This design comes from an exercise in tuning for small area on the open sky130 flow, not from production work.
In this exercise RTL edits were held to simulation tests only and were not proved equivalent to the original.
Power and IR drop assume default switching activity.

==> cedar: inputs <==
// i2c_wrapper
module i2c_wrapper #(
    parameter ADDR_WIDTH = 8,
    parameter DATA_WIDTH = 32
)(
    input  logic                    pclk,
    input  logic                    presetn,
    input  logic [ADDR_WIDTH-1:0]   paddr,
    input  logic                    psel,
    input  logic                    penable,
    input  logic                    pwrite,
    input  logic [DATA_WIDTH-1:0]   pwdata,
    output logic [DATA_WIDTH-1:0]   prdata,
    output logic                    pready,
    output logic                    pslverr,
    input  logic                    sda_in,
    output logic                    sda_out,
    output wire                     scl
);
export LEC_CHECK = 0
export CAP_MARGIN = 0
export CORE_MARGIN = 2
export CORE_UTILIZATION = 40
export SLEW_MARGIN = 0
create_clock -name core_clock -period 10.0 [get_ports {pclk}]
standard.sh (not shown) runs the stock make flow with config.mk's settings and CLKGATE_MAP_FILE= SYNTH_SCRIPT=/design/flow/synth_recipe.tcl, a recipe that flattens the netlist after the stock synthesis.
==> flow/flow/run.sh <==
#!/bin/bash
# Layout flow: the standard flow (standard.sh) with three changes.
#  1. After the standard synthesis, the combinational cells are mapped again
#     by ABC with an area-oriented script (flow/area.abc). The flip-flops
#     are black boxes in that step, so every register keeps its instance
#     name and cell type from the standard synthesis.
#  2. The ports are buffered with sky130_fd_sc_hd__buf_1.
#  3. Clock tree synthesis gets its own arguments (flow/cts_args.txt).
# Each tool's output goes to a log file of its own in this folder.
set -euo pipefail
LIB=$FLOW_HOME/platforms/sky130hd/lib/sky130_fd_sc_hd__tt_025C_1v80.lib
R=orfs/results/sky130hd/i2c_wrapper/base
DU=$(grep -A40 "DONT_USE_CELLS +=" $FLOW_HOME/platforms/sky130hd/config.mk | grep -oE "sky130_fd_sc_hd__[a-z0-9_]+" | sed 's/^/-dont_use /' | tr '\n' ' ')

bash standard.sh synth > 1_standard_synth.log 2>&1
cp $R/1_2_yosys.v std_synth.v
python3 flow/comb_lib.py $LIB comb.lib > 2_comb_lib.log 2>&1
yosys -p "read_liberty comb.lib; read_liberty -lib -nooverwrite $LIB; \
  read_verilog std_synth.v; hierarchy -check -top $FLOW_TOP; flatten; rename -hide w:*.*; hierarchy -top $FLOW_TOP; read_liberty -lib -nooverwrite $LIB; opt -purge; \
  abc -liberty $LIB $DU -script flow/area.abc; opt_clean -purge; \
  setundef -zero; \
  hilomap -singleton -hicell sky130_fd_sc_hd__conb_1 HI -locell sky130_fd_sc_hd__conb_1 LO; \
  insbuf -buf sky130_fd_sc_hd__buf_4 A X; opt_clean -purge; \
  check -assert -mapped; stat -liberty $LIB; \
  write_verilog -noattr -nohex -nodec reabc.v" > 3_reabc_yosys.log 2>&1
cp reabc.v $R/1_2_yosys.v
CTS=$(cat flow/cts_args.txt)
bash standard.sh 'BUFFER_PORTS_ARGS=-buffer_cell sky130_fd_sc_hd__buf_1' "CTS_ARGS=$CTS" finish > 4_standard_finish.log 2>&1
==> flow/flow/cts_args.txt <==
-sink_clustering_enable -repair_clock_nets -dont_use_dummy_load -buf_list sky130_fd_sc_hd__clkbuf_4 -sink_clustering_size 12 -sink_clustering_max_diameter 30
Other scripts of this flow, unchanged in this note and not shown: flow/flow/area.abc, flow/flow/comb_lib.py
==> yarrow (differences from cedar) <==
--- a/flow/design.v
+++ b/flow/design.v
@@ -118,70 +118,58 @@
         end
     end
     always @(posedge pclk or negedge presetn) begin
         if (!presetn) begin
             state    <= IDLE;
             sda_t    <= 1'b1;
-            bitcnt   <= 4'd0;
-            byte_idx <= 2'd0;
-            ack_err  <= 1'b0;
             v_out    <= 1'b0;
         end else begin
             case (state)
             IDLE, PRE: begin
-                ack_err <= 1'b0;
                 sda_t   <= 1'b1;
-                bitcnt  <= 4'd0;
-                byte_idx <= 2'd0;
                 state   <= (state == PRE) ? START : start_wr ? PRE : IDLE;
             end
             START: begin
                 sda_t  <= ~q[1];
                 if (clk4) state <= SLV;
             end
             SLV, REG, WRD: begin
                 if (!bit_last) begin
                     if (q == 2'd1)
                         sda_t <= (state == SLV) ? sa_bit : (state == REG) ? sr_bit : tx_bit;
-                    if (clk4) bitcnt <= bitcnt + 4'd1;
                 end else begin
-                    bitcnt <= 4'd0;
                     state  <= state + 4'd1;
                 end
             end
             ACK_SA, ACK_RA, ACK_WR: begin
                 if (clk3 & sda_in) state <= ACK_N;
                 if (clk4) begin
                     if (state == ACK_SA) begin
                         state <= REG;
                     end else if (state == ACK_RA) begin
                         state <= op ? RDD : WRD;
                     end else begin
                         if (last_byte) state <= STOP;
-                        else begin byte_idx <= byte_idx + 2'd1; state <= WRD; end
+                        else state <= WRD;
                     end
                 end
             end
             ACK_N: begin
                 if (clk4) begin
-                    ack_err <= 1'b1;
                     state   <= STOP;
                 end
             end
             RDD: begin
                 if (!bit_last) begin
-                    if (clk4) bitcnt <= bitcnt + 4'd1;
                 end else begin
-                    bitcnt <= 4'd0;
                     state  <= last_byte ? MNACK : MACK;
                 end
             end
             MACK: begin
                 sda_t  <= 1'b0;
                 if (clk4) begin
-                    byte_idx <= byte_idx + 2'd1;
                     state    <= RDD;
                 end
             end
             MNACK: begin
                 sda_t  <= ~clk4;
                 if (clk4) begin
@@ -193,12 +181,22 @@
                 sda_t  <= q[1];
                 if (clk4) state <= start_wr ? PRE : IDLE;
             end
             default: state <= IDLE;
             endcase
         end
+    end
+    wire idle_like = ~busy;
+    wire in_data   = (state == SLV) | (state == REG) | (state == WRD) | (state == RDD);
+    wire bc_inc    = in_data & ~bit_last & clk4;
+    wire bc_clr    = idle_like | (in_data & bit_last);
+    wire bi_inc    = ((state == ACK_WR) & clk4 & ~last_byte) | ((state == MACK) & clk4);
+    always @(posedge pclk) begin
+        bitcnt   <= (bitcnt + {3'd0, bc_inc}) & {4{~bc_clr}};
+        byte_idx <= (byte_idx + {1'b0, bi_inc}) & {2{~idle_like}};
+        ack_err  <= (ack_err | ((state == ACK_N) & clk4)) & ~idle_like;
     end
     always @(posedge pclk) begin
         if ((state == MNACK) & clk4) r_out <= buf_q;
         st_busy <= busy;
         st_err  <= ack_err;
     end
==> flow/flow/cts_args.txt (replaced) <==
-sink_clustering_enable -repair_clock_nets -dont_use_dummy_load -buf_list sky130_fd_sc_hd__clkbuf_4 -sink_clustering_size 10 -sink_clustering_max_diameter 40
==> zinc (differences from cedar) <==
==> flow/flow/cts_args.txt (replaced) <==
-sink_clustering_enable -repair_clock_nets -dont_use_dummy_load -buf_list sky130_fd_sc_hd__clkbuf_4 -sink_clustering_size 10 -sink_clustering_max_diameter 40
--- a/flow/config.mk
+++ b/flow/config.mk
@@ -4,8 +4,8 @@
 export VERILOG_FILES = /design/flow/design.v
 export SDC_FILE = /design/flow/constraint.sdc
 export NUM_CORES = 4
 export LEC_CHECK = 0
 export CAP_MARGIN = 0
 export CORE_MARGIN = 2
-export CORE_UTILIZATION = 40
+export CORE_UTILIZATION = 50
 export SLEW_MARGIN = 0
==> notes <==
- Of cedar and yarrow, cedar has the higher final area (gap about 1%, measured against yarrow).
- Against zinc, the register-to-register slack of yarrow is lower by 0.56 ns.
- Cell count is the same in yarrow and cedar.
- Power: yarrow > cedar > zinc.
- The lowest first-iteration DRC count belongs to yarrow, the highest to cedar.
- Against yarrow, the maximum frequency of zinc is higher by about 4%.
- In combinational power, cedar and zinc hardly differ.
- Via count: cedar < zinc < yarrow.

## what the ideal ports hide
How much do the figures lean on ideal ports? The routed layouts below were timed once more, with nothing changed but the port constraints. Step 1 assumes that a clkbuf_16 drives the clock port and a buf_2 every other input. Step 2 times the ports against the registers' clock, not the clock port: input delays grow and output delays shrink by t, the midpoint of the rising clock arrivals with the driver on. a / b / c = no drivers / after step 1 / after step 2; a / b = the first two.
run | shift t [ns] | setup WS [ns] | hold slack, ns | worst setup path after step 2 | clock arrival spread, ns
cedar | 0.635 | 3.905 / 3.884 / 3.884 | 0.384 / 0.384 / 0.384 | input to output | 0.110 / 0.110
yarrow | 0.630 | 3.318 / 3.291 / 3.291 | 0.354 / 0.354 / 0.354 | input to output | 0.123 / 0.124
zinc | 0.672 | 3.571 / 3.549 / 3.549 | 0.382 / 0.382 / 0.382 | input to output | 0.135 / 0.136
After both steps every run listed still meets setup and hold. For yarrow, which loses most, drivers alone change the setup slack by -0.027 ns; drivers and shift together by -0.027 ns.
